What follows belongs to an exercise in optimizing a design on an open flow for small area, a short achievable clock period and few clock cycles; a production flow would make more cautious choices. RTL that was checked went through simulation tests only; none was proved equivalent to the original. No functional check of the RTL was part of runs 5 and 6. Power and IR drop assume default switching activity.

[design/flow/run.sh]
#!/bin/bash
# synth_recipe.tcl (not shown) runs the flow's synth.tcl, then flattens the netlist and writes it again
# the make line also repeats each setting of config.mk as NAME=value (left out here)
make -C /OpenROAD-flow-scripts/flow DESIGN_CONFIG=/design/flow/config.mk WORK_HOME=/design/flow/orfs CLKGATE_MAP_FILE= SYNTH_SCRIPT=/design/flow/synth_recipe.tcl finish
[design/flow/design.v]
module CPU(clk, rst, data_out, data_in, address, memwt, reg0);
input clk;
input rst;
input [15:0] data_in;
output [15:0] data_out;
output [11:0] address;
output [15:0] reg0;
output memwt;
reg [15:0] regbank [7:0];
reg [11:0] addr;       
reg        zeroflag;
reg [15:0] opa;        
reg [15:0] opb;        
reg ex_alu, ex_ldi, ex_ld, ex_st, ex_mem;
reg [7:0] ex_we;       
reg [2:0] ex_rd;
reg s_sum, s_and, s_or, s_xor, cin;
assign memwt = ex_st;
assign data_out = opa;
assign address = addr;
assign reg0 = regbank[0];
wire [15:0] g = opa & opb;
wire [15:0] p = opa ^ opb;
wire [15:0] o = opa | opb;
wire [15:0] g0 = {g[15:1], g[0] | (p[0] & cin)};
wire [15:0] p0 = p;
wire [15:0] g1, p1, g2, p2, g3, p3, g4, p4;
genvar i;
generate
    for (i = 0; i < 16; i = i + 1) begin : pfx
        if (i & 1) begin
            assign g1[i] = g0[i] | (p0[i] & g0[i - 1]);
            assign p1[i] = p0[i] & p0[i - 1];
        end else begin
            assign g1[i] = g0[i];
            assign p1[i] = p0[i];
        end
        if (i & 2) begin
            assign g2[i] = g1[i] | (p1[i] & g1[(i & ~3) + 1]);
            assign p2[i] = p1[i] & p1[(i & ~3) + 1];
        end else begin
            assign g2[i] = g1[i];
            assign p2[i] = p1[i];
        end
        if (i & 4) begin
            assign g3[i] = g2[i] | (p2[i] & g2[(i & ~7) + 3]);
            assign p3[i] = p2[i] & p2[(i & ~7) + 3];
        end else begin
            assign g3[i] = g2[i];
            assign p3[i] = p2[i];
        end
        if (i & 8) begin
            assign g4[i] = g3[i] | (p3[i] & g3[7]);
            assign p4[i] = p3[i] & p3[7];
        end else begin
            assign g4[i] = g3[i];
            assign p4[i] = p3[i];
        end
    end
endgenerate
wire [15:0] carry = {g4[14:0], cin};      
wire [15:0] sum = p ^ carry;
wire [15:0] result = ({16{s_sum}} & sum) | ({16{s_and}} & g) |
                     ({16{s_or}} & o) | ({16{s_xor}} & p);
wire z_sum = ~|(p ^ {o[14:0], cin});
wire z_next = (s_sum & z_sum) | (s_and & ~|g) | (s_or & ~|o) | (s_xor & ~|p) |
              ~(s_sum | s_and | s_or | s_xor);
wire [3:0] op = data_in[15:12];
wire [2:0] f = data_in[11:9];
wire [2:0] u = data_in[8:6];
wire [2:0] sa = data_in[8:6];
wire [2:0] sb = data_in[5:3];
wire fetch = ~ex_mem;
wire [11:0] seq = addr + 12'd1;
wire [15:0] ra = (ex_alu && ex_rd == sa) ? result : regbank[sa];
wire [15:0] rb = (ex_alu && ex_rd == sb) ? result : regbank[sb];
wire is_alu = (op == 4'h7);
wire un = is_alu & (f == 3'h7);                  
wire zf_now = ex_alu ? z_next : zeroflag;
wire ldst = (op == 4'h2) | (op == 4'h3);
wire hazard = ex_alu & (ex_rd == sb);
wire take = (op == 4'h5) | ((op == 4'h4) & zf_now);
always @(posedge clk) begin
    opa <= un ? {16{u == 3'h3}} : ra;
    opb <= ldst ? {4'h0, seq} : rb ^ {16{is_alu & ((f == 3'h1) | (un & (u == 3'h1)))}};
    cin <= (f == 3'h1) | (un & (u == 3'h2));
    s_sum <= (f == 3'h0) | (f == 3'h1) | (un & ~u[2]);
    s_and <= (f == 3'h2);
    s_or  <= (f == 3'h3);
    s_xor <= (f == 3'h4);
    ex_rd <= data_in[2:0];
    if (ex_alu)
        regbank[ex_rd] <= result;
    else if (ex_ldi | ex_ld)
        regbank[ex_rd] <= data_in;
    if (rst) begin
        addr <= 12'd0;
        zeroflag <= 1'b0;
        {ex_alu, ex_ldi, ex_ld, ex_st, ex_mem} <= 5'b0;
    end else begin
        zeroflag <= zf_now;
        if (fetch & ldst & hazard) begin
            {ex_alu, ex_ldi, ex_ld, ex_st, ex_mem} <= 5'b0;
        end else if (fetch) begin
            ex_alu <= is_alu;
            ex_ldi <= (op == 4'h1);
            ex_ld  <= (op == 4'h2);
            ex_st  <= (op == 4'h3);
            ex_mem <= (op == 4'h1) | ldst;
            if (ldst)
                addr <= regbank[sb][11:0];
            else if (take)
                addr <= seq + data_in[11:0];
            else
                addr <= seq;
        end else begin
            {ex_alu, ex_ldi, ex_ld, ex_st, ex_mem} <= 5'b0;
            addr <= ex_ldi ? seq : opb[11:0];
        end
    end
end
endmodule
[design/flow/config.mk]
export PLATFORM = sky130hd
export DESIGN_NAME = CPU
export DESIGN_NICKNAME = CPU
export VERILOG_FILES = /design/flow/design.v
export SDC_FILE = /design/flow/constraint.sdc
export NUM_CORES = 4
export LEC_CHECK = 0
export ABC_CLOCK_PERIOD_IN_PS = 3000
export CAP_MARGIN = 20
export CORE_MARGIN = 2
export CORE_UTILIZATION = 40
export SETUP_SLACK_MARGIN = 5.0
export SLEW_MARGIN = 20
[design/flow/constraint.sdc]
create_clock -name core_clock -period 8.0 [get_ports {clk}]
set_input_delay 1.6000 -clock core_clock [delete_from_list [all_inputs] [get_ports {clk}]]
set_output_delay 1.6000 -clock core_clock [all_outputs]
set_load 0.01 [all_outputs]
==> results.txt, run 1 <==
Congestion Overflow GR 0; leakage power figure 5.51 nW; number of pins exceeding their max-slew limit in the final report 0; FFs w/ async S/R, synth 0; number of global-route vias before repair 8308; DIE HEIGHT approximately 170 um; count of nets left with antenna violations after detail routing 0; worst hold path type reg -> reg; power density of the placed cells 187 mW/mm2; layout net count roughly 1100; sort of element at the end of the critical path flip-flop; relative slew slack 0.273; number of fillers in the final layout ~2200; cell row count 60; global-route wire length before repair ~50 mm; Worst EP required about 8.1 ns; EDFF count, synth 128; highest attainable clock frequency 0.307 GHz; placer's final routability congestion estimate roughly 0.9; Mapped Cells ~950; Area growth, synth to finish 31.8%; worst clock skew roughly 0.018 ns; RSZ-0062 raised after global routing yes; number of flip-flops and latches in the synthesized netlist between 150 and 200; maximum level of the CTS H-tree 4; Max-Cap Viols 0; clock latency (worst-skew pair) approximately 0.44 ns; number of warnings reported in the yosys synthesis log 1; clock transition time at the flip-flop clock pins of the worst setup and hold paths approximately 0.080 ns; die area around 0.029 mm2; number of input and output port buffers inserted 62; Avg Cell Area, Syn between 10 and 15 um2; number of placed I/O pins between 60 and 70; final setup TNS 0 ns; number of distinct library cell variants in the gate-level netlist after synthesis 68; most common library cell in the layout ignoring fill and taps sky130_fd_sc_hd__edfxtp_1; starting density of the core 0.408; time the worst path needs with I/O delays and setup roughly 3.3 ns; category of the critical setup timing path reg -> reg; Tot Pwr between 2 and 3 mW; number of antenna violations at the first check in global routing 0; maximum number of pins on one net before global-route repair 39; Worst path max stage delay approximately 0.56 ns; Clock Tree Buf Depth 2; kind of start point of the critical path flip-flop; Hold-fix buffers, CTS 0; routed vias/inst 6.04; violation count after the first detailed-route iteration 922; clock buffers created by TritonCTS 17; total via count in the routed design roughly 8600; Worst R2R Setup Slack about 4.7 ns; share of the clock period used by the worst path after layout 0.407; CTS root buffer sky130_fd_sc_hd__clkbuf_16; cells on worst reg2reg path 10; crit-path max FO 8; actual slew at the worst max-slew pin approximately 1.1 ns; ys flop type sky130_fd_sc_hd__edfxtp_1; syn nets between 1000 and 1500; origin of the critical flop-to-flop path cin$_DFF_P_; Arrival @ worst endpoint about 3.4 ns; reg2reg end regbank[6][7]$_DFFE_PP_; number of DRC violations after detailed routing 0; Hold Fails Final Rpt 0; CP most frequent cell sky130_fd_sc_hd__fa_2; sequential fraction of the synthesis area 0.455; final routed wirelength across all metal layers approximately 36 mm; core area between 0.02 and 0.03 mm2; library cell contributing the largest single delay on the critical path sky130_fd_sc_hd__a221oi_2; share of final-layout standard cells stronger than drive strength 1 0.355; critical path startpoint cin$_DFF_P_; TritonCTS clock tree done; iteration count of the initial detailed-routing pass 6; Avg WL per Cell 25.0 um; Tot GR Track Use 0.241; most used cells in the layout excluding fill and tap cells 128 x sky130_fd_sc_hd__edfxtp_1, 73 x sky130_fd_sc_hd__buf_4, 64 x sky130_fd_sc_hd__mux4_2; status finished clean; CTS Sinks approximately 190; cells along the critical path inv_2, fa_2, fa_2, nor2b_4, o31a_1, buf_4, o21ai_0, xnor2_1, a221oi_2, a21oi_1; Syn Std Cell Area roughly 0.011 mm2; crit path to regbank[6][7]$_DFFE_PP_; CP delay by family, top compound AO/OA/AOI/OAI gates; Ant. Diodes 0; Worst Path Buf+Inv 2; x dimension of the die 170 um; half-perimeter wire length of the detailed placement result between 20 and 25 mm; count of cell instances traversed by the critical path 10; Worst VDD drop around 0.13 mV; Setup Viol. Count Final 0
through the flow:
stage / cells / worst slack, ns / utilization / hold WS (ns) / cell area [um2]
CTS: 1389 / 4.69 / 0.512 / 0.517 / 13800
global placement: 1309 / 3.68 / 0.450 / 0.582 / 12100
detailed placement: 1309 / 3.61 / 0.450 / 0.581 / 12100
floorplan: 947 / 4.69 / - / 0.537 / 11300
global route: 1427 / 4.65 / 0.539 / 0.528 / 14500
finish: 1427 / 4.74 / 0.539 / 0.524 / 14500
power by group:
part	internal (mW)	switching, mW
combinational	0.328	0.383
sequential	1.09	0.0466
clock	0.449	0.420
area by class of cell:
| type | count | area (um2) | area share |
|---|---|---|---|
| inverter | 45 | 173 | 0.0119 |
| clock inverter | 15 | 180 | 0.0124 |
| multi-input combinational | 658 | 6470 | 0.446 |
| tap | 341 | 427 | 0.0294 |
| sequential | 186 | 5050 | 0.348 |
| timing repair buffer | 165 | 1790 | 0.123 |
| clock buffer | 17 | 425 | 0.0293 |
repair_timing:
item                                    CTS  global route
resized for setup                       177            99
gates cloned                              6             2
buffers inserted                         42            36
pin swaps                                31            41
endpoints found under the setup margin  183           157
per-layer routing:
layer | global-route usage | part of all wire
met3 | 0.0335 | 0.071
met4 | 0.0959 | 0.033
met5 | 0 | 0
met2 | 0.390 | 0.48
met1 | 0.331 | 0.42
synth_stat cells, drive strengths merged (37+ instances only):
cell,count,share of area
xnor2,41,0.033
ha,44,0.050
dfxtp,58,0.11
mux4,64,0.13
mux2i,37,0.034
a21oi,53,0.024
edfxtp,128,0.35
nor2,68,0.023
o21ai,70,0.033
nand2,64,0.022
clkbuf,37,0.013
inv,45,0.015
cell families (layout without fill, tap and decap cells):
logic type | Yosys count | after routing | share of synthesized area
simple gates | 225 | 226 | 0.0988
compound gates | 207 | 207 | 0.120
flops | 186 | 186 | 0.455
mux | 117 | 117 | 0.181
buf+inv | 104 | 242 | 0.0385
xor+xnor | 58 | 58 | 0.0461
fa+ha+maj | 50 | 50 | 0.0609
state kept, by name (all words and copies together) (netlist names):
register  count
regbank     128
opa          16
opb          16
addr         12
ex_rd         3
cin           1
ex_alu        1
ex_ld         1
ex_ldi        1
ex_mem        1
ex_st         1
s_and         1
s_or          1
s_sum         1
s_xor         1
zeroflag      1
how the worst min path moves through the flow:
| stage | cells after the start | startpoint | end |
|---|---|---|---|
| 6_report | 1 | addr[0]$_SDFFE_PP0N_ | opb[0]$_DFF_P_ |
| 3_3_place_gp | 2 | addr[6]$_SDFFE_PP0N_ | addr[6]$_SDFFE_PP0N_ |
| 3_5_place_dp | 2 | addr[6]$_SDFFE_PP0N_ | addr[6]$_SDFFE_PP0N_ |
| 2_1_floorplan | 1 | addr[0]$_SDFFE_PP0N_ | opb[0]$_DFF_P_ |
| 5_1_grt | 1 | addr[0]$_SDFFE_PP0N_ | opb[0]$_DFF_P_ |
| 4_1_cts | 1 | addr[0]$_SDFFE_PP0N_ | opb[0]$_DFF_P_ |
Testbench counts, summed over its fixed seeds: cycles 36,768.
==> inputs of run 2 (changes only) <==
==> design/flow/config.mk (replaced) <==
export PLATFORM = sky130hd
export DESIGN_NAME = CPU
export DESIGN_NICKNAME = CPU
export VERILOG_FILES = /design/flow/design.v
export SDC_FILE = /design/flow/constraint.sdc
export NUM_CORES = 4
export LEC_CHECK = 0
export ABC_CLOCK_PERIOD_IN_PS = 2000
export CAP_MARGIN = 20
export CORE_MARGIN = 2
export CORE_UTILIZATION = 60
export SETUP_SLACK_MARGIN = 5.0
export SLEW_MARGIN = 20
==> run 2 against run 1 <==
Net effect: count of clock-buffer cells in the layout is the same; sequential power is essentially flat; synthesized cell count is the same; sequential share of layout area grew 0.65 points; global-route usage grew 15 points; via count grew 9.0%; final cell count shrank 8.6%; highest routed layer unchanged; first-iteration DRC count grew 56%; die area shrank 33%; still clean; clock power grew 2%.
==> results.txt, run 2 <==
violation count after the first detailed-route iteration 1434 (was 922); area occupied by registers 0.00505 mm2 (about the same); share of the synthesized area in the top cell type 0.349 (unchanged); RSZ-0062 raised after global routing yes (unchanged); Setup Viol. Count Final 0 (unchanged); number of antenna violations at the first check in global routing 0 (unchanged); Worst VDD drop 0.193 mV (was 0.127 mV); Tot Pwr 2.75 mW (was 2.72 mW); total via count in the routed design 9390 (was 8613); worst hold path type reg -> reg (unchanged); worst hold path startpoint addr[0]$_SDFFE_PP0N_ (unchanged); routed vias/inst 7.20 (was 6.04); Post-Layout Cell Count 1304 (was 1427); setup slack after layout 4.65 ns (was 4.74 ns); layout net count 1131 (was 1141); die area 0.0194 mm2 (was 0.0289 mm2); Avg WL per Cell 30.0 um (was 25.0 um); DIE HEIGHT 139 um (was 170 um); count of nets left with antenna violations after detail routing 0 (unchanged); largest register by flop count regbank (unchanged); TritonCTS clock tree done (unchanged); relative slew slack 0.320 (was 0.273); ys flop type sky130_fd_sc_hd__edfxtp_1 (unchanged); most used cells in the layout excluding fill and tap cells 128 x sky130_fd_sc_hd__edfxtp_1, 64 x sky130_fd_sc_hd__mux4_2, 63 x sky130_fd_sc_hd__buf_4 (was 128 x sky130_fd_sc_hd__edfxtp_1, 73 x sky130_fd_sc_hd__buf_4, 64 x sky130_fd_sc_hd__mux4_2); global-route wire length before repair 56.8 mm (was 51.4 mm); origin of the critical flop-to-flop path opa[0]$_DFF_P_ (was cin$_DFF_P_); hold-critical path depth 1 (unchanged); Congestion Overflow GR 0 (unchanged); power density of the placed cells 193 mW/mm2 (was 187 mW/mm2); share of final-layout standard cells stronger than drive strength 1 0.348 (was 0.355); Worst Path Buf+Inv 2 (unchanged); CP most frequent cell sky130_fd_sc_hd__fa_2 (unchanged); library cell contributing the largest single delay on the critical path sky130_fd_sc_hd__a221oi_2 (unchanged); status finished clean (unchanged); area of combinational cells with multiple inputs 0.00649 mm2 (was 0.00647 mm2); Arrival @ worst endpoint 3.43 ns (was 3.36 ns); Clock Tree Buf Depth 2 (unchanged); maximum level of the CTS H-tree 4 (unchanged); cell row count 49 (was 60); number of distinct library cell variants in the gate-level netlist after synthesis 68 (unchanged); actual slew at the worst max-slew pin 1.02 ns (was 1.09 ns); Ant. Diodes 0 (unchanged); EDFF count, synth 128 (unchanged); x dimension of the die 139 um (was 170 um); number of flip-flops and latches in the synthesized netlist 186 (unchanged); sequential fraction of the synthesis area 0.455 (unchanged); CP delay by family, top compound AO/OA/AOI/OAI gates (unchanged); leakage power figure 5.39 nW (was 5.51 nW); sort of element at the end of the critical path flip-flop (unchanged); cells along the critical path inv_4, fa_2, fa_2, nor2b_4, o31a_1, buf_4, o21ai_0, xnor2_1, a221oi_2, a21oi_1 (was inv_2, fa_2, fa_2, nor2b_4, o31a_1, buf_4, o21ai_0, xnor2_1, a221oi_2, a21oi_1); Worst EP required 8.07 ns (was 8.10 ns); final design instance area without fill 0.0142 mm2 (was 0.0145 mm2); final routed wirelength across all metal layers 39.2 mm (was 35.6 mm); iteration count of the initial detailed-routing pass 9 (was 6); number of input and output port buffers inserted 62 (unchanged); number of DRC violations after detailed routing 0 (unchanged); Mapped Cells 947 (unchanged); category of the critical setup timing path reg -> reg (unchanged); number of fillers in the final layout 996 (was 2214); syn nets 1015 (unchanged); maximum number of pins on one net before global-route repair 39 (unchanged); Tot GR Track Use 0.393 (was 0.241); Max-Cap Viols 0 (unchanged); Top Registers regbank x128, opa x16, opb x16 (unchanged); most area-consuming cells after synthesis sky130_fd_sc_hd__edfxtp_1 35%, sky130_fd_sc_hd__mux4_2 13%, sky130_fd_sc_hd__dfxtp_1 11%, sky130_fd_sc_hd__ha_1 5.0%, sky130_fd_sc_hd__mux2i_1 3.4% (unchanged); minimum setup slack after placement 3.53 ns (was 3.61 ns); Worst R2R Setup Slack 4.65 ns (was 4.74 ns); crit-path max FO 8 (unchanged); Worst path max stage delay 0.63 ns (was 0.56 ns); clock transition time at the flip-flop clock pins of the worst setup and hold paths 0.07 ns (was 0.08 ns); share of the core filled with cells in the final layout 0.793 (was 0.539); Avg Cell Area, Syn 11.6 um2 (unchanged); DP Cell Count 1195 (was 1309); Syn Std Cell Area 0.0110 mm2 (unchanged); worst clock skew 0.0233 ns (was 0.0184 ns); share of the clock period used by the worst path after layout 0.419 (was 0.407); starting density of the core 0.613 (was 0.408); reg2reg end regbank[7][7]$_DFFE_PP_ (was regbank[6][7]$_DFFE_PP_); CTS root buffer sky130_fd_sc_hd__clkbuf_16 (unchanged); number of pins exceeding their max-slew limit in the final report 0 (unchanged); placed inst area 0.0120 mm2 (was 0.0121 mm2); final hold slack 0.588 ns (was 0.524 ns); half-perimeter wire length of the detailed placement result 23.6 mm (was 22.7 mm); most common library cell in the layout ignoring fill and taps sky130_fd_sc_hd__edfxtp_1 (unchanged); Hold Fails Final Rpt 0 (unchanged); number of global-route vias before repair 9052 (was 8308); placer's final routability congestion estimate 0.933 (was 0.890); final setup TNS 0 ns (unchanged); kind of start point of the critical path flip-flop (unchanged); cell accounting for the most synthesized area sky130_fd_sc_hd__edfxtp_1 (unchanged); max reg flops 128 (unchanged); top post-synthesis cells by count 128 x sky130_fd_sc_hd__edfxtp_1, 68 x sky130_fd_sc_hd__nor2_1, 64 x sky130_fd_sc_hd__mux4_2, 64 x sky130_fd_sc_hd__nand2_1, 58 x sky130_fd_sc_hd__dfxtp_1 (unchanged); time the worst path needs with I/O delays and setup 3.35 ns (was 3.26 ns); FFs w/ async S/R, synth 0 (unchanged); most common cell in the netlist sky130_fd_sc_hd__edfxtp_1 (unchanged); highest attainable clock frequency 0.298 GHz (was 0.307 GHz); core area 0.0180 mm2 (was 0.0270 mm2); clock latency (worst-skew pair) 0.45 ns (was 0.44 ns); cells on worst reg2reg path 10 (unchanged); Area growth, synth to finish 29.3% (was 31.8%); Worst Hold End opb[0]$_DFF_P_ (unchanged); CTS Sinks 186 (unchanged); number of placed I/O pins 63 (unchanged); critical path startpoint opa[0]$_DFF_P_ (was cin$_DFF_P_); number of warnings reported in the yosys synthesis log 1 (unchanged); clock buffers created by TritonCTS 17 (unchanged)
==> run 2: kinds of logic (layout without fill, tap and decap cells) <==
logic type | Yosys count | count (layout) | synth area share
and+or+nand+nor | 225 | 226 | 0.0988
AOI/OAI and AO/OA | 207 | 208 | 0.120
DFF | 186 | 186 | 0.455
muxes | 117 | 117 | 0.181
buffers and inverters | 104 | 230 | 0.0385
xor gates and xnor gates | 58 | 58 | 0.0461
adders and majority gates | 50 | 50 | 0.0609
==> run 2: routing by layer <==
| layer | up-vias | track usage | wire length, um |
|---|---|---|---|
| li1 | 3826 | - | - |
| met1 | 4600 | 0.512 | 13800 |
| met2 | 772 | 0.623 | 18500 |
| met3 | 192 | 0.0926 | 4390 |
| met4 | 0 | 0.190 | 2470 |
| met5 | - | 0.0150 | 0 |
==> run 2: worst max path at each step <==
stage | to | slack (ns) | depth (start not counted)
2_1_floorplan | addr[6]$_SDFFE_PP0N_ | 4.69 | 9
3_3_place_gp | opb[7]$_DFF_P_ | 3.63 | 7
3_5_place_dp | opb[13]$_SDFF_PN0_ | 3.53 | 7
4_1_cts | opb[9]$_DFF_P_ | 4.67 | 15
5_1_grt | opb[9]$_DFF_P_ | 4.57 | 15
6_report | regbank[7][7]$_DFFE_PP_ | 4.65 | 10
==> run 2: what timing repair did <==
item | 4_1_cts | 5_1_grt
hold buffers | 0 | 0
cloned | 7 | 1
buffers inserted | 47 | 23
setup endpoints to repair | 186 | 139
pin swaps | 35 | 49
gates resized for setup | 184 | 104
==> run 2: worst reg2reg max path: stages (launching register included) <==
cell	delay, ns
sky130_fd_sc_hd__dfxtp_4	0.38
sky130_fd_sc_hd__inv_4	0.04
sky130_fd_sc_hd__fa_2	0.36
sky130_fd_sc_hd__fa_2	0.41
sky130_fd_sc_hd__nor2b_4	0.13
sky130_fd_sc_hd__o31a_1	0.21
sky130_fd_sc_hd__buf_4	0.16
sky130_fd_sc_hd__o21ai_0	0.12
sky130_fd_sc_hd__xnor2_1	0.16
sky130_fd_sc_hd__a221oi_2	0.63
sky130_fd_sc_hd__a21oi_1	0.40
==> run 2: area by class of cell <==
type,instances,area share
Multi-Input combinational cell,659,0.456
Sequential cell,186,0.355
Timing Repair Buffer,154,0.114
Clock buffer,17,0.0299
Tap cell,229,0.0201
Clock inverter,14,0.0126
Inverter,45,0.0123
==> run 2: power by group <==
group / leakage (nW) / switching [mW] / internal, mW
clock network: 0.293 / 0.413 / 0.474
logic: 3.44 / 0.404 / 0.320
registers: 1.66 / 0.0477 / 1.09
==> inputs of run 3 (changes only) <==
==> design/flow/config.mk (replaced) <==
export PLATFORM = sky130hd
export DESIGN_NAME = CPU
export DESIGN_NICKNAME = CPU
export VERILOG_FILES = /design/flow/design.v
export SDC_FILE = /design/flow/constraint.sdc
export NUM_CORES = 4
export LEC_CHECK = 0
export ABC_CLOCK_PERIOD_IN_PS = 3000
export CAP_MARGIN = 20
export CORE_MARGIN = 2
export CORE_UTILIZATION = 40
export CTS_BUF_LIST = sky130_fd_sc_hd__clkbuf_8
export CTS_CLUSTER_DIAMETER = 120
export CTS_CLUSTER_SIZE = 40
export SETUP_SLACK_MARGIN = 5.0
export SLEW_MARGIN = 20
==> run 3 against run 2 <==
Net effect: sequential power barely moved; combinational power fell by 3.0%; critical path type unchanged; critical path depth rose by 3; sequential cell count did not move; final cell count rose by 9.1%; power fell by 9.1%; still clean; cell area fell by 0.76%.
==> results.txt, run 3 <==
status finished clean (unchanged); Worst VDD drop 0.0900 mV (was 0.193 mV); clock buffers created by TritonCTS 17 (unchanged); actual slew at the worst max-slew pin 1.16 ns (was 1.02 ns); number of distinct library cell variants in the gate-level netlist after synthesis 68 (unchanged); syn nets 1015 (unchanged); Ant. Diodes 0 (unchanged); reg2reg end regbank[5][9]$_DFFE_PP_ (was regbank[7][7]$_DFFE_PP_); CTS root buffer sky130_fd_sc_hd__clkbuf_8 (was sky130_fd_sc_hd__clkbuf_16); placer's final routability congestion estimate 0.890 (was 0.933); worst hold path type reg -> reg (unchanged); Clock Tree Buf Depth 2 (unchanged); Top Registers regbank x128, opa x16, opb x16 (unchanged); final routed wirelength across all metal layers 34.7 mm (was 39.2 mm); category of the critical setup timing path reg -> reg (unchanged); total via count in the routed design 8481 (was 9390); max reg flops 128 (unchanged); number of flip-flops and latches in the synthesized netlist 186 (unchanged); number of DRC violations after detailed routing 0 (unchanged); routed vias/inst 5.96 (was 7.20); CTS Sinks 186 (unchanged); Arrival @ worst endpoint 3.52 ns (was 3.43 ns); FFs w/ async S/R, synth 0 (unchanged); Max-Cap Viols 0 (unchanged); origin of the critical flop-to-flop path opa[0]$_DFF_P_ (unchanged); core area 0.0270 mm2 (was 0.0180 mm2); Avg Cell Area, Syn 11.6 um2 (unchanged); number of input and output port buffers inserted 62 (unchanged); starting density of the core 0.408 (was 0.613); clock latency (worst-skew pair) 0.48 ns (was 0.45 ns); global-route wire length before repair 50.4 mm (was 56.8 mm); cell accounting for the most synthesized area sky130_fd_sc_hd__edfxtp_1 (unchanged); highest attainable clock frequency 0.309 GHz (was 0.298 GHz); die area 0.0289 mm2 (was 0.0194 mm2); Tot GR Track Use 0.237 (was 0.393); Worst R2R Setup Slack 4.76 ns (was 4.65 ns); DIE HEIGHT 170 um (was 139 um); setup slack after layout 4.76 ns (was 4.65 ns); Setup Viol. Count Final 0 (unchanged); number of placed I/O pins 63 (unchanged); Hold Fails Final Rpt 0 (unchanged); Avg WL per Cell 24.4 um (was 30.0 um); final setup TNS 0 ns (unchanged); kind of start point of the critical path flip-flop (unchanged); Worst Hold End opb[0]$_DFF_P_ (unchanged); number of global-route vias before repair 8220 (was 9052); number of antenna violations at the first check in global routing 0 (unchanged); maximum level of the CTS H-tree 4 (unchanged); Hold-fix buffers, CTS 0 (unchanged); most used cells in the layout excluding fill and tap cells 128 x sky130_fd_sc_hd__edfxtp_1, 75 x sky130_fd_sc_hd__buf_4, 64 x sky130_fd_sc_hd__mux4_2 (was 128 x sky130_fd_sc_hd__edfxtp_1, 64 x sky130_fd_sc_hd__mux4_2, 63 x sky130_fd_sc_hd__buf_4); share of the synthesized area in the top cell type 0.349 (unchanged); worst hold path startpoint addr[0]$_SDFFE_PP0N_ (unchanged); Area growth, synth to finish 28.4% (was 29.3%); leakage power figure 5.30 nW (was 5.39 nW); top post-synthesis cells by count 128 x sky130_fd_sc_hd__edfxtp_1, 68 x sky130_fd_sc_hd__nor2_1, 64 x sky130_fd_sc_hd__mux4_2, 64 x sky130_fd_sc_hd__nand2_1, 58 x sky130_fd_sc_hd__dfxtp_1 (unchanged); sequential fraction of the synthesis area 0.455 (unchanged); Syn Std Cell Area 0.0110 mm2 (unchanged); minimum setup slack after placement 3.61 ns (was 3.53 ns); RSZ-0062 raised after global routing yes (unchanged); number of pins exceeding their max-slew limit in the final report 0 (unchanged); share of the core filled with cells in the final layout 0.524 (was 0.793); iteration count of the initial detailed-routing pass 5 (was 9); worst clock skew 0.0270 ns (was 0.0233 ns); sort of element at the end of the critical path flip-flop (unchanged); cells on worst reg2reg path 13 (was 10); layout net count 1137 (was 1131); Worst EP required 8.28 ns (was 8.07 ns); EDFF count, synth 128 (unchanged); most area-consuming cells after synthesis sky130_fd_sc_hd__edfxtp_1 35%, sky130_fd_sc_hd__mux4_2 13%, sky130_fd_sc_hd__dfxtp_1 11%, sky130_fd_sc_hd__ha_1 5.0%, sky130_fd_sc_hd__mux2i_1 3.4% (unchanged); ys flop type sky130_fd_sc_hd__edfxtp_1 (unchanged); share of final-layout standard cells stronger than drive strength 1 0.349 (was 0.348); relative slew slack 0.225 (was 0.320); maximum number of pins on one net before global-route repair 39 (unchanged); number of fillers in the final layout 2289 (was 996); most common library cell in the layout ignoring fill and taps sky130_fd_sc_hd__edfxtp_1 (unchanged); time the worst path needs with I/O delays and setup 3.24 ns (was 3.35 ns); Mapped Cells 947 (unchanged); clock transition time at the flip-flop clock pins of the worst setup and hold paths 0.12 ns (was 0.07 ns); share of the clock period used by the worst path after layout 0.405 (was 0.419); crit-path max FO 8 (unchanged); cell row count 60 (was 49); TritonCTS clock tree done (unchanged); Congestion Overflow GR 0 (unchanged); power density of the placed cells 177 mW/mm2 (was 193 mW/mm2); number of warnings reported in the yosys synthesis log 1 (unchanged); most common cell in the netlist sky130_fd_sc_hd__edfxtp_1 (unchanged); hold-critical path depth 1 (unchanged); largest register by flop count regbank (unchanged); half-perimeter wire length of the detailed placement result 22.7 mm (was 23.6 mm); count of nets left with antenna violations after detail routing 0 (unchanged); x dimension of the die 170 um (was 139 um); violation count after the first detailed-route iteration 845 (was 1434)
## run 3: cell count changes in the layout (fill, tap and decap cells not counted), sizes merged, moves of 2 or more
| cell | change |
|---|---|
| clkdlybuf4s15 | +2 |
| dlygate4sd2 | +23 |
| clkinv | +2 |
| dlymetal6s2s | -9 |
| buf | +3 |
| clkdlybuf4s50 | -14 |
## run 3: cell type report
type                    instances  area [um2]  share of cell area
clock inverters                15         180              0.0128
clock buffers                  17         234              0.0166
multi-input cells             658        6470               0.458
flip-flops and latches        186        5060               0.358
well taps                     341         427              0.0302
repair buffers                161        1580               0.112
inverters                      45         175              0.0124
## run 3: worst max-delay path, cell delays in order, from the launching register on
cell                       delay [ns]
sky130_fd_sc_hd__dfxtp_4         0.38
sky130_fd_sc_hd__inv_4           0.04
sky130_fd_sc_hd__fa_2            0.36
sky130_fd_sc_hd__fa_2            0.41
sky130_fd_sc_hd__nor2b_4         0.13
sky130_fd_sc_hd__o31a_1          0.22
sky130_fd_sc_hd__o211a_1         0.20
sky130_fd_sc_hd__nor2_2          0.05
sky130_fd_sc_hd__fa_2            0.38
sky130_fd_sc_hd__xnor2_2         0.21
sky130_fd_sc_hd__a221oi_4        0.08
sky130_fd_sc_hd__buf_6           0.20
sky130_fd_sc_hd__buf_4           0.14
sky130_fd_sc_hd__a21oi_4         0.24
## run 3: repair_timing
item / 4_1_cts / 5_1_grt
pin swaps: 27 / 35
gates cloned: 5 / 1
setup endpoints to repair: 197 / 154
gates resized for setup: 188 / 96
buffers inserted: 51 / 25
## run 3: logic make-up (layout without fill, tap and decap cells)
family,after synthesis,in the layout,share of synthesized area
flops,186,186,0.455
fa+ha+maj,50,50,0.0609
buf+inv,104,238,0.0385
mux,117,117,0.181
compound gates,207,207,0.120
simple gates,225,226,0.0988
xor+xnor,58,58,0.0461
## run 3: how the worst max path moves through the flow
stage / depth (start not counted) / from / to / slack (ns)
after floorplan: 9 / data_in[0] / addr[6]$_SDFFE_PP0N_ / 4.69
after global placement: 7 / data_in[12] / opb[13]$_SDFF_PN0_ / 3.68
after detailed placement: 7 / data_in[12] / opb[13]$_SDFF_PN0_ / 3.61
after CTS: 15 / opa[0]$_DFF_P_ / opb[9]$_DFF_P_ / 4.70
after global routing: 15 / opa[0]$_DFF_P_ / opb[9]$_DFF_P_ / 4.65
final: 13 / opa[0]$_DFF_P_ / regbank[5][9]$_DFFE_PP_ / 4.76
## run 3: report_power, final
| group | switching (mW) | internal (mW) | total [mW] |
|---|---|---|---|
| Clock | 0.394 | 0.265 | 0.659 |
| Combinational | 0.383 | 0.319 | 0.702 |
| Sequential | 0.0459 | 1.09 | 1.14 |
## run 3: per-layer routing
layer / vias up / track usage / part of all wire
met4: 0 / 0.0858 / 0.033
met1: 4282 / 0.326 / 0.42
li1: 3835 / - / -
met5: - / 0 / 0
met3: 64 / 0.0358 / 0.064
met2: 300 / 0.382 / 0.48
## run 3: metrics by stage
stage          std cells  hold slack (ns)  cell area (um2)  total power [mW]
2_1_floorplan        947            0.537            11300              1.52
3_3_place_gp        1309            0.582            12100              1.70
3_5_place_dp        1309            0.581            12100              1.70
4_1_cts             1397            0.510            13500              2.43
5_1_grt             1423            0.525            14100              2.60
6_report            1423            0.509            14100              2.50
==> inputs of run 4 (changes only) <==
==> design/flow/flow/run.sh (new file) <==
#!/bin/bash
# The standard layout, except that synthesis leaves adders to abc instead of
# mapping them to the library's full and half adder cells first.
set -euo pipefail
bash standard.sh ADDER_MAP_FILE= finish > standard.log 2>&1
==> design/flow/standard.sh (new file) <==
#!/bin/bash
# synth_recipe.tcl (not shown) runs the flow's synth.tcl, then flattens the netlist and writes it again
# the make line also repeats each setting of config.mk as NAME=value (left out here)
make -C /OpenROAD-flow-scripts/flow DESIGN_CONFIG=/design/flow/config.mk WORK_HOME=/design/flow/orfs CLKGATE_MAP_FILE= SYNTH_SCRIPT=/design/flow/synth_recipe.tcl "${@:-finish}"
--- a/design/flow/config.mk
+++ b/design/flow/config.mk
@@ -9,8 +9,5 @@
 export CAP_MARGIN = 20
 export CORE_MARGIN = 2
 export CORE_UTILIZATION = 40
-export CTS_BUF_LIST = sky130_fd_sc_hd__clkbuf_8
-export CTS_CLUSTER_DIAMETER = 120
-export CTS_CLUSTER_SIZE = 40
 export SETUP_SLACK_MARGIN = 5.0
 export SLEW_MARGIN = 20
removed: design/flow/run.sh
==> run 4 against run 3 <==
Net effect: register-to-register slack gained 0.05 ns; non-clock buffer count shrank 9; fmax shrank 11%; cell area shrank 0.27%; worst setup slack lost 0.39 ns; count of clock-buffer cells in the layout is the same; largest power group unchanged; first-iteration DRC count grew 9.8%; die area grew 1.4%; clock power grew about 30%; core utilization shrank 1.4 points.
==> results.txt, run 4 <==
relative slew slack 0.447 (was 0.225); TritonCTS clock tree done (unchanged); clock transition time at the flip-flop clock pins of the worst setup and hold paths 0.08 ns (was 0.12 ns); final routed wirelength across all metal layers 34.6 mm (was 34.7 mm); power density of the placed cells 190 mW/mm2 (was 177 mW/mm2); time the worst path needs with I/O delays and setup 3.63 ns (was 3.24 ns); sequential fraction of the synthesis area 0.448 (was 0.455); worst hold path type reg -> reg (unchanged); most used cells in the layout excluding fill and tap cells 128 x sky130_fd_sc_hd__edfxtp_1, 93 x sky130_fd_sc_hd__nor2_1, 90 x sky130_fd_sc_hd__a21oi_1 (was 128 x sky130_fd_sc_hd__edfxtp_1, 75 x sky130_fd_sc_hd__buf_4, 64 x sky130_fd_sc_hd__mux4_2); most area-consuming cells after synthesis sky130_fd_sc_hd__edfxtp_1 34%, sky130_fd_sc_hd__mux4_2 13%, sky130_fd_sc_hd__dfxtp_1 10%, sky130_fd_sc_hd__a21oi_1 4.9%, sky130_fd_sc_hd__xnor2_1 3.5% (was sky130_fd_sc_hd__edfxtp_1 35%, sky130_fd_sc_hd__mux4_2 13%, sky130_fd_sc_hd__dfxtp_1 11%, sky130_fd_sc_hd__ha_1 5.0%, sky130_fd_sc_hd__mux2i_1 3.4%); cell accounting for the most synthesized area sky130_fd_sc_hd__edfxtp_1 (unchanged); Tot Pwr 2.68 mW (was 2.50 mW); Hold Fails Final Rpt 0 (unchanged); syn nets 1041 (was 1015); Max-Cap Viols 0 (unchanged); ys flop type sky130_fd_sc_hd__edfxtp_1 (unchanged); Clock Tree Buf Depth 2 (unchanged); Setup Viol. Count Final 0 (unchanged); FFs w/ async S/R, synth 0 (unchanged); Hold-fix buffers, CTS 0 (unchanged); number of flip-flops and latches in the synthesized netlist 186 (unchanged); EDFF count, synth 128 (unchanged); highest attainable clock frequency 0.276 GHz (was 0.309 GHz); max reg flops 128 (unchanged); final setup TNS 0 ns (unchanged); number of placed I/O pins 63 (unchanged); number of pins exceeding their max-slew limit in the final report 0 (unchanged); maximum level of the CTS H-tree 4 (unchanged); Area growth, synth to finish 26.2% (was 28.4%); Ant. Diodes 0 (unchanged); Congestion Overflow GR 0 (unchanged); actual slew at the worst max-slew pin 0.828 ns (was 1.16 ns); Arrival @ worst endpoint 3.94 ns (was 3.52 ns); most common library cell in the layout ignoring fill and taps sky130_fd_sc_hd__edfxtp_1 (unchanged); number of antenna violations at the first check in global routing 1 (was 0); share of the synthesized area in the top cell type 0.344 (was 0.349); iteration count of the initial detailed-routing pass 6 (was 5); routed vias/inst 6.00 (was 5.96); kind of start point of the critical path input port (was flip-flop); half-perimeter wire length of the detailed placement result 22.2 mm (was 22.7 mm); DP Cell Count 1386 (was 1309); DIE HEIGHT 171 um (was 170 um); global-route wire length before repair 50.3 mm (was 50.4 mm); number of DRC violations after detailed routing 0 (unchanged); violation count after the first detailed-route iteration 928 (was 845); core area 0.0276 mm2 (was 0.0270 mm2); Tot GR Track Use 0.232 (was 0.237); Syn Std Cell Area 0.0112 mm2 (was 0.0110 mm2); worst clock skew 0.0163 ns (was 0.0270 ns); number of global-route vias before repair 8388 (was 8220); most common cell in the netlist sky130_fd_sc_hd__edfxtp_1 (unchanged); clock buffers created by TritonCTS 17 (unchanged); final hold slack 0.543 ns (was 0.509 ns); top post-synthesis cells by count 128 x sky130_fd_sc_hd__edfxtp_1, 109 x sky130_fd_sc_hd__a21oi_1, 100 x sky130_fd_sc_hd__nor2_1 (was 128 x sky130_fd_sc_hd__edfxtp_1, 68 x sky130_fd_sc_hd__nor2_1, 64 x sky130_fd_sc_hd__mux4_2, 64 x sky130_fd_sc_hd__nand2_1, 58 x sky130_fd_sc_hd__dfxtp_1); share of final-layout standard cells stronger than drive strength 1 0.335 (was 0.349); number of warnings reported in the yosys synthesis log 1 (unchanged); placer's final routability congestion estimate 0.939 (was 0.890); Avg WL per Cell 23.3 um (was 24.4 um); Worst R2R Setup Slack 4.81 ns (was 4.76 ns); layout net count 1115 (was 1137); x dimension of the die 171 um (was 170 um); largest register by flop count regbank (unchanged); Avg Cell Area, Syn 10.9 um2 (was 11.6 um2); category of the critical setup timing path in -> reg (was reg -> reg); clock latency (worst-skew pair) 0.43 ns (was 0.48 ns); Post-Layout Cell Count 1486 (was 1423); Top Registers regbank x128, opa x16, opb x16 (unchanged); Worst EP required 8.31 ns (was 8.28 ns); sort of element at the end of the critical path flip-flop (unchanged); CTS Sinks 186 (unchanged); Worst VDD drop 0.132 mV (was 0.0900 mV); Mapped Cells 1023 (was 947); number of distinct library cell variants in the gate-level netlist after synthesis 76 (was 68); number of fillers in the final layout 2460 (was 2289); leakage power figure 5.02 nW (was 5.30 nW); die area 0.0293 mm2 (was 0.0289 mm2); count of nets left with antenna violations after detail routing 0 (unchanged); starting density of the core 0.404 (was 0.408); maximum number of pins on one net before global-route repair 47 (was 39); CTS root buffer sky130_fd_sc_hd__clkbuf_16 (was sky130_fd_sc_hd__clkbuf_8); cell row count 61 (was 60); total via count in the routed design 8922 (was 8481); status finished clean (unchanged); crit-path max FO 5 (was 8); RSZ-0062 raised after global routing yes (unchanged); share of the clock period used by the worst path after layout 0.453 (was 0.405); number of input and output port buffers inserted 62 (unchanged)
[run 4: cell types whose count changed after synthesis, sizes merged, moves of 13 or more]
| cell | delta |
|---|---|
| o22ai | +13 |
| a21oi | +58 |
| xor2 | +17 |
| ha | -44 |
| nor2 | +33 |
| clkbuf | +15 |
| o21ai | -18 |
| buf | +23 |
| inv | -34 |
[run 4: path summary, 6_finish.rpt]
kind	start	end	cells past startpoint
worst max-delay path	data_in[2]	addr[8]$_SDFFE_PP0N_	12
worst min-delay path	addr[2]$_SDFFE_PP0N_	addr[2]$_SDFFE_PP0N_	2
worst max register to register	opa[0]$_DFF_P_	opb[14]$_SDFF_PN0_	12
worst min register to register	addr[2]$_SDFFE_PP0N_	addr[2]$_SDFFE_PP0N_	2
[run 4: logic make-up (layout without fill, tap and decap cells)]
kind of cell	Yosys count	in the layout	share of synthesized area
compound gates	260	260	0.145
xor+xnor	79	79	0.0640
fa+ha+maj	8	8	0.00785
buf+inv	108	193	0.0469
flops	186	186	0.448
mux	113	113	0.176
simple gates	269	269	0.112
[run 4: routing by layer]
layer | track usage | vias to the layer above | part of all wire
met5 | 0 | - | 0
met2 | 0.379 | 390 | 0.48
met4 | 0.0973 | 0 | 0.033
li1 | - | 4002 | -
met3 | 0.0379 | 70 | 0.069
met1 | 0.307 | 4460 | 0.41
[run 4: critical path, cell delays in order]
cell and delay [ns]:
sky130_fd_sc_hd__buf_12 0.09, sky130_fd_sc_hd__a21oi_4 0.06, sky130_fd_sc_hd__a211oi_4 0.28, sky130_fd_sc_hd__a31oi_1 0.12, sky130_fd_sc_hd__or4_4 0.60, sky130_fd_sc_hd__a31oi_4 0.27, sky130_fd_sc_hd__o2111ai_2 0.16, sky130_fd_sc_hd__o211ai_1 0.14
sky130_fd_sc_hd__xnor2_1 0.09, sky130_fd_sc_hd__or3_1 0.32, sky130_fd_sc_hd__a21oi_2 0.12, sky130_fd_sc_hd__o22ai_1 0.09
[run 4: per-stage QoR]
| step | utilization | instance area (um2) | setup slack (ns) |
|---|---|---|---|
| after floorplan | - | 11400 | 4.20 |
| after global placement | 0.433 | 12000 | 3.25 |
| after detailed placement | 0.433 | 12000 | 3.14 |
| after CTS | 0.486 | 13400 | 4.41 |
| after global routing | 0.510 | 14100 | 4.26 |
| final | 0.510 | 14100 | 4.37 |
[run 4: timing repair]
action	in CTS	in global routing
hold endpoints to repair	0	0
pin swaps	28	40
setup buffers	33	31
cloned	3	3
endpoints found under the setup margin	148	136
gates resized for setup	211	85
[run 4: final cells by class]
type                       instances  area [um2]  share of cell area
sequential                       186        5120               0.363
timing repair buffer             152        1590               0.113
multi-input combinational        729        6280               0.446
clock inverter                    13         160              0.0114
inverter                          11        45.0             0.00320
tap                              378         473              0.0336
clock buffer                      17         425              0.0302
[run 4: power by group]
part	total (mW)	internal [mW]	switching, mW
combinational	0.642	0.291	0.350
sequential	1.18	1.10	0.0799
clock	0.856	0.468	0.388
total	2.68	1.86	0.818
==> inputs of run 5 (changes only) <==
--- a/design/flow/design.v
+++ b/design/flow/design.v
@@ -8,15 +8,16 @@
 output memwt;
 reg [15:0] regbank [7:0];
 reg [11:0] addr;       
+reg [11:0] pc;         
 reg        zeroflag;
-reg [15:0] opa;        
-reg [15:0] opb;        
+reg [15:0] opa, opb;   
+reg [15:0] sdata;      
 reg ex_alu, ex_ldi, ex_ld, ex_st, ex_mem;
 reg [7:0] ex_we;       
 reg [2:0] ex_rd;
 reg s_sum, s_and, s_or, s_xor, cin;
 assign memwt = ex_st;
-assign data_out = opa;
+assign data_out = sdata;
 assign address = addr;
 assign reg0 = regbank[0];
 wire [15:0] g = opa & opb;
@@ -77,12 +78,11 @@
 wire is_alu = (op == 4'h7);
 wire un = is_alu & (f == 3'h7);                  
 wire zf_now = ex_alu ? z_next : zeroflag;
-wire ldst = (op == 4'h2) | (op == 4'h3);
-wire hazard = ex_alu & (ex_rd == sb);
 wire take = (op == 4'h5) | ((op == 4'h4) & zf_now);
 always @(posedge clk) begin
     opa <= un ? {16{u == 3'h3}} : ra;
-    opb <= ldst ? {4'h0, seq} : rb ^ {16{is_alu & ((f == 3'h1) | (un & (u == 3'h1)))}};
+    opb <= rb ^ {16{is_alu & ((f == 3'h1) | (un & (u == 3'h1)))}};
+    sdata <= ra;
     cin <= (f == 3'h1) | (un & (u == 3'h2));
     s_sum <= (f == 3'h0) | (f == 3'h1) | (un & ~u[2]);
     s_and <= (f == 3'h2);
@@ -93,29 +93,29 @@
         regbank[ex_rd] <= result;
     else if (ex_ldi | ex_ld)
         regbank[ex_rd] <= data_in;
+    if (fetch)
+        pc <= seq;
     if (rst) begin
         addr <= 12'd0;
         zeroflag <= 1'b0;
         {ex_alu, ex_ldi, ex_ld, ex_st, ex_mem} <= 5'b0;
     end else begin
         zeroflag <= zf_now;
-        if (fetch & ldst & hazard) begin
-            {ex_alu, ex_ldi, ex_ld, ex_st, ex_mem} <= 5'b0;
-        end else if (fetch) begin
+        if (fetch) begin
             ex_alu <= is_alu;
             ex_ldi <= (op == 4'h1);
             ex_ld  <= (op == 4'h2);
             ex_st  <= (op == 4'h3);
-            ex_mem <= (op == 4'h1) | ldst;
-            if (ldst)
-                addr <= regbank[sb][11:0];
+            ex_mem <= (op == 4'h1) | (op == 4'h2) | (op == 4'h3);
+            if ((op == 4'h2) | (op == 4'h3))
+                addr <= rb[11:0];
             else if (take)
                 addr <= seq + data_in[11:0];
             else
                 addr <= seq;
         end else begin
             {ex_alu, ex_ldi, ex_ld, ex_st, ex_mem} <= 5'b0;
-            addr <= ex_ldi ? seq : opb[11:0];
+            addr <= ex_ldi ? seq : pc;
         end
     end
 end
==> design/flow/run.sh (new file) <==
#!/bin/bash
# synth_recipe.tcl (not shown) runs the flow's synth.tcl, then flattens the netlist and writes it again
# the make line also repeats each setting of config.mk as NAME=value (left out here)
make -C /OpenROAD-flow-scripts/flow DESIGN_CONFIG=/design/flow/config.mk WORK_HOME=/design/flow/orfs CLKGATE_MAP_FILE= SYNTH_SCRIPT=/design/flow/synth_recipe.tcl finish
==> design/flow/config.mk (replaced) <==
export PLATFORM = sky130hd
export DESIGN_NAME = CPU
export DESIGN_NICKNAME = CPU
export VERILOG_FILES = /design/flow/design.v
export SDC_FILE = /design/flow/constraint.sdc
export NUM_CORES = 4
export LEC_CHECK = 0
export CAP_MARGIN = 20
export CORE_MARGIN = 2
export CORE_UTILIZATION = 40
export SLEW_MARGIN = 20
removed: design/flow/flow/run.sh
removed: design/flow/standard.sh
==> run 5 against run 4 <==
Net effect: worst setup slack got worse by 0.60 ns; count of clock-buffer cells in the layout increased by 16; combinational power decreased by 19%; die area increased by 3.0%; global-route usage decreased by 2.2 points; via count decreased by 11%; critical path type is now reg -> reg; largest power group unchanged.
==> results.txt, run 5 <==
Ant. Diodes 0 (unchanged); worst hold path startpoint zeroflag$_SDFF_PP0_ (was addr[2]$_SDFFE_PP0N_); core area 0.0285 mm2 (was 0.0276 mm2); power density of the placed cells 225 mW/mm2 (was 190 mW/mm2); top post-synthesis cells by count 140 x sky130_fd_sc_hd__edfxtp_1, 74 x sky130_fd_sc_hd__dfxtp_1, 66 x sky130_fd_sc_hd__nand2_1 (was 128 x sky130_fd_sc_hd__edfxtp_1, 109 x sky130_fd_sc_hd__a21oi_1, 100 x sky130_fd_sc_hd__nor2_1); violation count after the first detailed-route iteration 747 (was 928); Hold Fails Final Rpt 0 (unchanged); largest register by flop count regbank (unchanged); placer's final routability congestion estimate 0.933 (was 0.939); CTS Sinks 214 (was 186); starting density of the core 0.403 (was 0.404); layout net count 1055 (was 1115); placed inst area 0.0125 mm2 (was 0.0120 mm2); number of placed I/O pins 63 (unchanged); Max-Cap Viols 0 (unchanged); DIE HEIGHT 174 um (was 171 um); Hold-fix buffers, CTS 0 (unchanged); crit-path max FO 4 (was 5); post-cts repair resize count 0 (was 211); CTS root buffer sky130_fd_sc_hd__clkbuf_16 (unchanged); maximum number of pins on one net before global-route repair 48 (was 47); most area-consuming cells after synthesis sky130_fd_sc_hd__edfxtp_1 37%, sky130_fd_sc_hd__dfxtp_1 13%, sky130_fd_sc_hd__mux4_2 13%, sky130_fd_sc_hd__ha_1 4.8%, sky130_fd_sc_hd__mux2i_1 3.6% (was sky130_fd_sc_hd__edfxtp_1 34%, sky130_fd_sc_hd__mux4_2 13%, sky130_fd_sc_hd__dfxtp_1 10%, sky130_fd_sc_hd__a21oi_1 4.9%, sky130_fd_sc_hd__xnor2_1 3.5%); time the worst path needs with I/O delays and setup 4.23 ns (was 3.63 ns); highest attainable clock frequency 0.237 GHz (was 0.276 GHz); Worst R2R Setup Slack 3.77 ns (was 4.81 ns); x dimension of the die 174 um (was 171 um); global-route wire length before repair 48.6 mm (was 50.3 mm); number of input and output port buffers inserted 62 (unchanged); status finished clean (unchanged); number of flip-flops and latches in the synthesized netlist 214 (was 186); Area growth, synth to finish 16.4% (was 26.2%); number of distinct library cell variants in the gate-level netlist after synthesis 60 (was 76); Worst VDD drop 0.156 mV (was 0.132 mV); most common library cell in the layout ignoring fill and taps sky130_fd_sc_hd__edfxtp_1 (unchanged); routed vias/inst 5.69 (was 6.00); Avg Cell Area, Syn 12.2 um2 (was 10.9 um2); Clock Tree Buf Depth 3 (was 2); RSZ-0062 raised after global routing no (was yes); critical path startpoint opa[0]$_DFF_P_ (was data_in[2]); number of setup buffers added after CTS 0 (was 33); final setup TNS 0 ns (unchanged); sequential fraction of the synthesis area 0.494 (was 0.448); half-perimeter wire length of the detailed placement result 22.5 mm (was 22.2 mm); Worst EP required 8.40 ns (was 8.31 ns); clock buffers created by TritonCTS 24 (was 17); DP Cell Count 1345 (was 1386); cell row count 62 (was 61); sort of element at the end of the critical path flip-flop (unchanged); kind of start point of the critical path flip-flop (was input port); Setup Viol. Count Final 0 (unchanged); clock latency (worst-skew pair) 0.53 ns (was 0.43 ns); leakage power figure 4.99 nW (was 5.02 nW); final design instance area without fill 0.0134 mm2 (was 0.0141 mm2); EDFF count, synth 140 (was 128); maximum level of the CTS H-tree 1 (was 4); category of the critical setup timing path reg -> reg (was in -> reg); FFs w/ async S/R, synth 0 (unchanged); Syn Std Cell Area 0.0115 mm2 (was 0.0112 mm2); iteration count of the initial detailed-routing pass 5 (was 6); worst hold path type reg -> reg (unchanged); number of DRC violations after detailed routing 0 (unchanged); max reg flops 128 (unchanged); Post-Layout Cell Count 1389 (was 1486); most used cells in the layout excluding fill and tap cells 140 x sky130_fd_sc_hd__edfxtp_1, 74 x sky130_fd_sc_hd__dfxtp_1, 66 x sky130_fd_sc_hd__nand2_1 (was 128 x sky130_fd_sc_hd__edfxtp_1, 93 x sky130_fd_sc_hd__nor2_1, 90 x sky130_fd_sc_hd__a21oi_1); origin of the critical flop-to-flop path opa[0]$_DFF_P_ (unchanged); share of the clock period used by the worst path after layout 0.528 (was 0.453); total via count in the routed design 7904 (was 8922); ys flop type sky130_fd_sc_hd__edfxtp_1 (unchanged); worst clock skew 0.0193 ns (was 0.0163 ns); cells along the critical path inv_1, fa_1, fa_1, nand3b_1, a211oi_1, nor3_1, fa_1, inv_1, a22oi_1, nand2_1, o21ai_0, a21oi_1, o21ai_0, o21ai_0 (was buf_12, a21oi_4, a211oi_4, a31oi_1, or4_4, a31oi_4, o2111ai_2, o211ai_1, xnor2_1, or3_1, a21oi_2, o22ai_1); die area 0.0301 mm2 (was 0.0293 mm2); number of global-route vias before repair 7941 (was 8388); clock transition time at the flip-flop clock pins of the worst setup and hold paths 0.06 ns (was 0.08 ns); Worst path max stage delay 0.61 ns (was 0.60 ns); Tot GR Track Use 0.210 (was 0.232); share of the synthesized area in the top cell type 0.365 (was 0.344); number of antenna violations at the first check in global routing 1 (unchanged); library cell contributing the largest single delay on the critical path sky130_fd_sc_hd__o21ai_0 (was sky130_fd_sc_hd__or4_4); Arrival @ worst endpoint 4.63 ns (was 3.94 ns); Mapped Cells 941 (was 1023); TritonCTS clock tree done (unchanged); share of final-layout standard cells stronger than drive strength 1 0.171 (was 0.335); actual slew at the worst max-slew pin 0.949 ns (was 0.828 ns); most common cell in the netlist sky130_fd_sc_hd__edfxtp_1 (unchanged); syn nets 1009 (was 1041); Avg WL per Cell 22.8 um (was 23.3 um); cell accounting for the most synthesized area sky130_fd_sc_hd__edfxtp_1 (unchanged); final routed wirelength across all metal layers 31.7 mm (was 34.6 mm); number of pins exceeding their max-slew limit in the final report 0 (unchanged); Congestion Overflow GR 0 (unchanged); count of nets left with antenna violations after detail routing 0 (unchanged); relative slew slack 0.364 (was 0.447); number of warnings reported in the yosys synthesis log 1 (unchanged)
==> run 5: cell types whose count changed in the layout (fill, tap and decap cells not counted), sizes merged, moves of 18 or more <==
cell / previous run / this run
xor2: 34 / 16
a21oi: 111 / 46
ha: 0 / 44
dlygate4sd2: 28 / 0
inv: 17 / 52
nor2: 101 / 65
buf: 92 / 24
clkdlybuf4s50: 8 / 58
==> run 5: where the power goes <==
part / internal [mW] / switching, mW / total, mW
clock network: 0.752 / 0.459 / 1.21
logic: 0.214 / 0.304 / 0.518
registers: 1.25 / 0.0329 / 1.29
==> run 5: cell families after synthesis <==
logic type               Yosys count  share of synthesized area
adder cells (fa/ha/maj)           50                     0.0583
multiplexers                     120                      0.176
AND/OR/NAND/NOR                  208                     0.0846
flip-flops                       214                      0.494
buffers and inverters            113                     0.0389
XOR/XNOR                          62                     0.0472
AO/OA/AOI/OAI                    174                      0.101
==> run 5: area by class of cell <==
cell class	count	area [um2]
Fill cell	2645	15200
Sequential cell	214	5690
Multi-Input combinational cell	614	5390
Timing Repair Buffer	82	751
Clock buffer	33	743
Tap cell	384	480
Inverter	51	191
Clock inverter	11	148
==> run 5: path summary, 6_finish.rpt <==
| check | depth (start not counted) | endpoint |
|---|---|---|
| max | 14 | addr[8]$_SDFF_PP0_ |
| min | 2 | zeroflag$_SDFF_PP0_ |
| max reg2reg | 14 | addr[8]$_SDFF_PP0_ |
| min reg2reg | 2 | zeroflag$_SDFF_PP0_ |
==> run 5: per-layer routing <==
metal,vias to the layer above,share of wire,global-route usage
met2,260,0.47,0.346
li1,3609,-,-
met1,3992,0.44,0.292
met3,43,0.061,0.0268
met4,0,0.028,0.0658
met5,-,0,0
==> run 5: critical path, delay by kind of cell, from the launching register on <==
family | cells | cell delay, ns
fa+ha+maj | 3 | 1.38
buf+inv | 2 | 0.12
compound gates | 6 | 1.79
simple gates | 3 | 0.48
flops | 1 | 0.34
==> run 5: per-stage QoR <==
| step | utilization | power, mW | hold WS, ns | worst slack, ns |
|---|---|---|---|---|
| 2_1_floorplan | - | 1.65 | 0.484 | 4.21 |
| 3_3_place_gp | 0.438 | 1.82 | 0.509 | 3.46 |
| 3_5_place_dp | 0.438 | 1.82 | 0.517 | 3.44 |
| 4_1_cts | 0.469 | 3.03 | 0.531 | 3.90 |
| 5_1_grt | 0.469 | 3.13 | 0.545 | 3.59 |
| 6_report | 0.469 | 3.01 | 0.538 | 3.77 |
==> inputs of run 6 (changes only) <==
--- a/design/flow/config.mk
+++ b/design/flow/config.mk
@@ -5,7 +5,9 @@
 export SDC_FILE = /design/flow/constraint.sdc
 export NUM_CORES = 4
 export LEC_CHECK = 0
+export ABC_CLOCK_PERIOD_IN_PS = 3000
 export CAP_MARGIN = 20
 export CORE_MARGIN = 2
 export CORE_UTILIZATION = 40
+export SETUP_SLACK_MARGIN = 5.0
 export SLEW_MARGIN = 20
==> run 6 against run 5 <==
Net effect: core utilization rose by 4.7 points; synthesized area did not move; die area did not move; global-route usage rose by 1.4 points; power rose by 4.1%; sequential power barely moved; synthesized cell count did not move; hold slack got worse by 0.011 ns; register-to-register slack improved by 0.91 ns; count of clock-buffer cells in the layout did not move.
==> results.txt, run 6 <==
CTS root buffer sky130_fd_sc_hd__clkbuf_16 (unchanged); minimum setup slack after placement 3.70 ns (was 3.44 ns); worst hold path startpoint pc[8]$_DFFE_PN_ (was zeroflag$_SDFF_PP0_); ys flop type sky130_fd_sc_hd__edfxtp_1 (unchanged); Ant. Diodes 0 (unchanged); Tot Pwr 3.14 mW (was 3.01 mW); worst clock skew 0.0220 ns (was 0.0193 ns); share of the core filled with cells in the final layout 0.516 (was 0.469); most common cell in the netlist sky130_fd_sc_hd__edfxtp_1 (unchanged); Arrival @ worst endpoint 3.74 ns (was 4.63 ns); half-perimeter wire length of the detailed placement result 22.3 mm (was 22.5 mm); net switching component of the power 0.868 mW (was 0.796 mW); switching share of power 0.277 (was 0.264); critical path startpoint opb[0]$_DFF_P_ (was opa[0]$_DFF_P_); Avg WL per Cell 23.6 um (was 22.8 um); most used cells in the layout excluding fill and tap cells 140 x sky130_fd_sc_hd__edfxtp_1, 68 x sky130_fd_sc_hd__dfxtp_1, 64 x sky130_fd_sc_hd__mux4_2 (was 140 x sky130_fd_sc_hd__edfxtp_1, 74 x sky130_fd_sc_hd__dfxtp_1, 66 x sky130_fd_sc_hd__nand2_1); highest attainable clock frequency 0.301 GHz (was 0.237 GHz); Worst VDD drop 0.133 mV (was 0.156 mV); die area 0.0301 mm2 (unchanged); Worst path max stage delay 0.39 ns (was 0.61 ns); Clock Tree Buf Depth 3 (unchanged); EDFF count, synth 140 (unchanged); number of warnings reported in the yosys synthesis log 1 (unchanged); clock transition time at the flip-flop clock pins of the worst setup and hold paths 0.06 ns (about the same); Tot GR Track Use 0.224 (was 0.210); number of pins exceeding their max-slew limit in the final report 0 (unchanged); final hold slack 0.527 ns (was 0.538 ns); category of the critical setup timing path reg -> reg (unchanged); final design instance area without fill 0.0147 mm2 (was 0.0134 mm2); most area-consuming cells after synthesis sky130_fd_sc_hd__edfxtp_1 37%, sky130_fd_sc_hd__dfxtp_1 13%, sky130_fd_sc_hd__mux4_2 13%, sky130_fd_sc_hd__ha_1 4.8%, sky130_fd_sc_hd__mux2i_1 3.6% (unchanged); sort of element at the end of the critical path flip-flop (unchanged); share of the clock period used by the worst path after layout 0.415 (was 0.528); status finished clean (unchanged); sequential fraction of the synthesis area 0.494 (unchanged); global-route wire length before repair 51.2 mm (was 48.6 mm); number of global-route vias before repair 8344 (was 7941); worst hold path type reg -> reg (unchanged); relative contribution of combinational cells to total power 0.213 (was 0.172); maximum level of the CTS H-tree 1 (unchanged); CTS Sinks 214 (unchanged); Congestion Overflow GR 0 (unchanged); maximum number of pins on one net before global-route repair 48 (unchanged); iteration count of the initial detailed-routing pass 5 (unchanged); portion of total power attributed to sequential cells 0.410 (was 0.426); x dimension of the die 174 um (unchanged); violation count after the first detailed-route iteration 741 (was 747); share of the synthesized area in the top cell type 0.365 (unchanged); Post-Layout Cell Count 1455 (was 1389); origin of the critical flop-to-flop path opb[0]$_DFF_P_ (was opa[0]$_DFF_P_); core area 0.0285 mm2 (unchanged); number of input and output port buffers inserted 62 (unchanged); layout net count 1119 (was 1055); Mapped Cells 941 (unchanged); CP most frequent cell sky130_fd_sc_hd__fa_2; Worst R2R Setup Slack 4.68 ns (was 3.77 ns); cell row count 62 (unchanged); time the worst path needs with I/O delays and setup 3.32 ns (was 4.23 ns); clock latency (worst-skew pair) 0.54 ns (was 0.53 ns); relative slew slack 0.387 (was 0.364); Worst EP required 8.42 ns (was 8.40 ns); crit-path max FO 4 (unchanged); cell accounting for the most synthesized area sky130_fd_sc_hd__edfxtp_1 (unchanged); kind of start point of the critical path flip-flop (unchanged); CP delay by family, top compound AO/OA/AOI/OAI gates (unchanged); number of antenna violations at the first check in global routing 1 (unchanged); clock buffers created by TritonCTS 26 (was 24); DP Cell Count 1344 (was 1345); crit path to addr[10]$_SDFF_PP0_ (was addr[8]$_SDFF_PP0_); number of DRC violations after detailed routing 0 (unchanged); clock share of power 0.377 (was 0.402); Syn Std Cell Area 0.0115 mm2 (unchanged); final routed wirelength across all metal layers 34.3 mm (was 31.7 mm); most common library cell in the layout ignoring fill and taps sky130_fd_sc_hd__edfxtp_1 (unchanged); leakage power figure 5.62 nW (was 4.99 nW); total via count in the routed design 8342 (was 7904); power density of the placed cells 213 mW/mm2 (was 225 mW/mm2); internal power 2.27 mW (was 2.22 mW); Hold Fails Final Rpt 0 (unchanged); routed vias/inst 5.73 (was 5.69); number of placed I/O pins 63 (unchanged); library cell contributing the largest single delay on the critical path sky130_fd_sc_hd__fa_2 (was sky130_fd_sc_hd__o21ai_0); placer's final routability congestion estimate 0.910 (was 0.933); actual slew at the worst max-slew pin 0.918 ns (was 0.949 ns); cells along the critical path inv_2, fa_2, fa_2, nand3b_1, a211oi_4, buf_4, nor2_2, a21oi_2, xor2_2, a221oi_4, o21ai_1, a221o_1 (was inv_1, fa_1, fa_1, nand3b_1, a211oi_1, nor3_1, fa_1, inv_1, a22oi_1, nand2_1, o21ai_0, a21oi_1, o21ai_0, o21ai_0); TritonCTS clock tree done (unchanged); Hold-fix buffers, CTS 0 (unchanged); starting density of the core 0.403 (unchanged); reg2reg end addr[10]$_SDFF_PP0_ (was addr[8]$_SDFF_PP0_); Avg Cell Area, Syn 12.2 um2 (unchanged); Max-Cap Viols 0 (unchanged); cells on worst reg2reg path 12 (was 14); count of nets left with antenna violations after detail routing 0 (unchanged); RSZ-0062 raised after global routing yes (was no); number of flip-flops and latches in the synthesized netlist 214 (unchanged); setup slack after layout 4.68 ns (was 3.77 ns); max reg flops 128 (unchanged); Setup Viol. Count Final 0 (unchanged); final setup TNS 0 ns (unchanged); top post-synthesis cells by count 140 x sky130_fd_sc_hd__edfxtp_1, 74 x sky130_fd_sc_hd__dfxtp_1, 66 x sky130_fd_sc_hd__nand2_1 (unchanged); count of cell instances traversed by the critical path 12 (was 14); largest register by flop count regbank (unchanged); Worst Path Buf+Inv 2 (unchanged); FFs w/ async S/R, synth 0 (unchanged); placed inst area 0.0126 mm2 (was 0.0125 mm2); DIE HEIGHT 174 um (unchanged); number of distinct library cell variants in the gate-level netlist after synthesis 60 (unchanged); Area growth, synth to finish 27.9% (was 16.4%); share of final-layout standard cells stronger than drive strength 1 0.309 (was 0.171); syn nets 1009 (unchanged)
[run 6: cell types whose count changed in the layout (fill, tap and decap cells not counted), moves of 9 or more]
cell / delta
sky130_fd_sc_hd__a21oi_1: -29
sky130_fd_sc_hd__a21oi_2: +22
sky130_fd_sc_hd__buf_12: +10
sky130_fd_sc_hd__buf_4: +36
sky130_fd_sc_hd__buf_6: +12
sky130_fd_sc_hd__clkdlybuf4s50_1: -46
sky130_fd_sc_hd__dlygate4sd2_1: +32
sky130_fd_sc_hd__dlymetal6s2s_1: +9
sky130_fd_sc_hd__ha_1: -10
sky130_fd_sc_hd__o21ai_0: -18
[run 6: layout make-up]
type,count,area (um2)
sequential,214,5690
clock buffer,33,698
inverter,51,194
timing repair buffer,143,1480
multi-input combinational,615,6010
clock inverter,15,158
tap,384,480
fill,2489,13800
[run 6: worst min path at each step]
stage	endpoint	cells past startpoint
floorplan	addr[8]$_SDFF_PP0_	2
global placement	addr[3]$_SDFF_PP0_	2
detailed placement	addr[8]$_SDFF_PP0_	2
CTS	addr[8]$_SDFF_PP0_	2
global route	addr[8]$_SDFF_PP0_	2
finish	addr[8]$_SDFF_PP0_	2
[run 6: what timing repair did]
| action | in CTS | in global routing |
|---|---|---|
| setup endpoints to repair | 177 | 150 |
| pin swaps | 41 | 37 |
| gates cloned | 4 | 1 |
| gates resized for setup | 163 | 65 |
| setup buffers | 42 | 16 |
[run 6: power groups by stage]
stage	Sequential (mW)	Clock, mW	Combinational [mW]
6_report	1.29	1.18	0.669
5_1_grt	1.29	1.23	0.720
4_1_cts	1.28	1.19	0.619
3_5_place_dp	1.31	0	0.524
3_3_place_gp	1.31	0	0.522
2_1_floorplan	1.30	0	0.366
[run 6: layer usage]
layer / GRT usage / part of all wire / vias up
met5: 0 / 0 / -
met4: 0.0900 / 0.044 / 0
met3: 0.0325 / 0.062 / 89
met2: 0.372 / 0.48 / 291
met1: 0.297 / 0.41 / 4206
li1: - / - / 3756
[run 6: logic make-up after synthesis]
kind of cell,count (synthesis),share of synthesized area
flip-flops,214,0.494
AND/OR/NAND/NOR,208,0.0846
AO/OA/AOI/OAI,174,0.101
multiplexers,120,0.176
buffers and inverters,113,0.0389
XOR/XNOR,62,0.0472
adder cells (fa/ha/maj),50,0.0583
[run 6: tightest hold or removal path, cell delays in order, from the launching register on]
cell	delay, ns
sky130_fd_sc_hd__edfxtp_1	0.32
sky130_fd_sc_hd__mux2i_1	0.06
sky130_fd_sc_hd__o21ai_1	0.11

## port drivers added, routing unchanged
No port has a modelled driver above. Below, the same layouts with a new extraction and two added sets of constraints.
Step 1: set_driving_cell puts a clkbuf_16 on clk and a buf_2 on each other input, an assumption about the parent block.
Step 2, shift: input delay + t, output delay - t, t = (earliest + latest rising clock arrival at the registers) / 2. This alone moves slack from input paths to output paths.
Slacks: ideal ports / drivers / drivers and shift; pairs: ideal ports / drivers.
run	shift t [ns]	setup WS [ns]	worst setup path at the end	pins driven straight from the clock port
run 1	0.481	4.740 / 4.740 / 4.364	input to register	1
run 2	0.485	4.649 / 4.649 / 4.285	input to register	1
run 3	0.510	4.760 / 4.760 / 4.350	input to register	1
run 4	0.478	4.374 / 4.363 / 3.885	input to register	1
run 5	0.567	3.773 / 3.773 / 3.361	input to register	1
run 6	0.577	4.681 / 4.681 / 4.164	input to register	1
After both steps setup and hold are still met in every run listed. The setup slack of run 6, which loses most, moves by 0.000 ns with the drivers and by -0.517 ns with both steps.
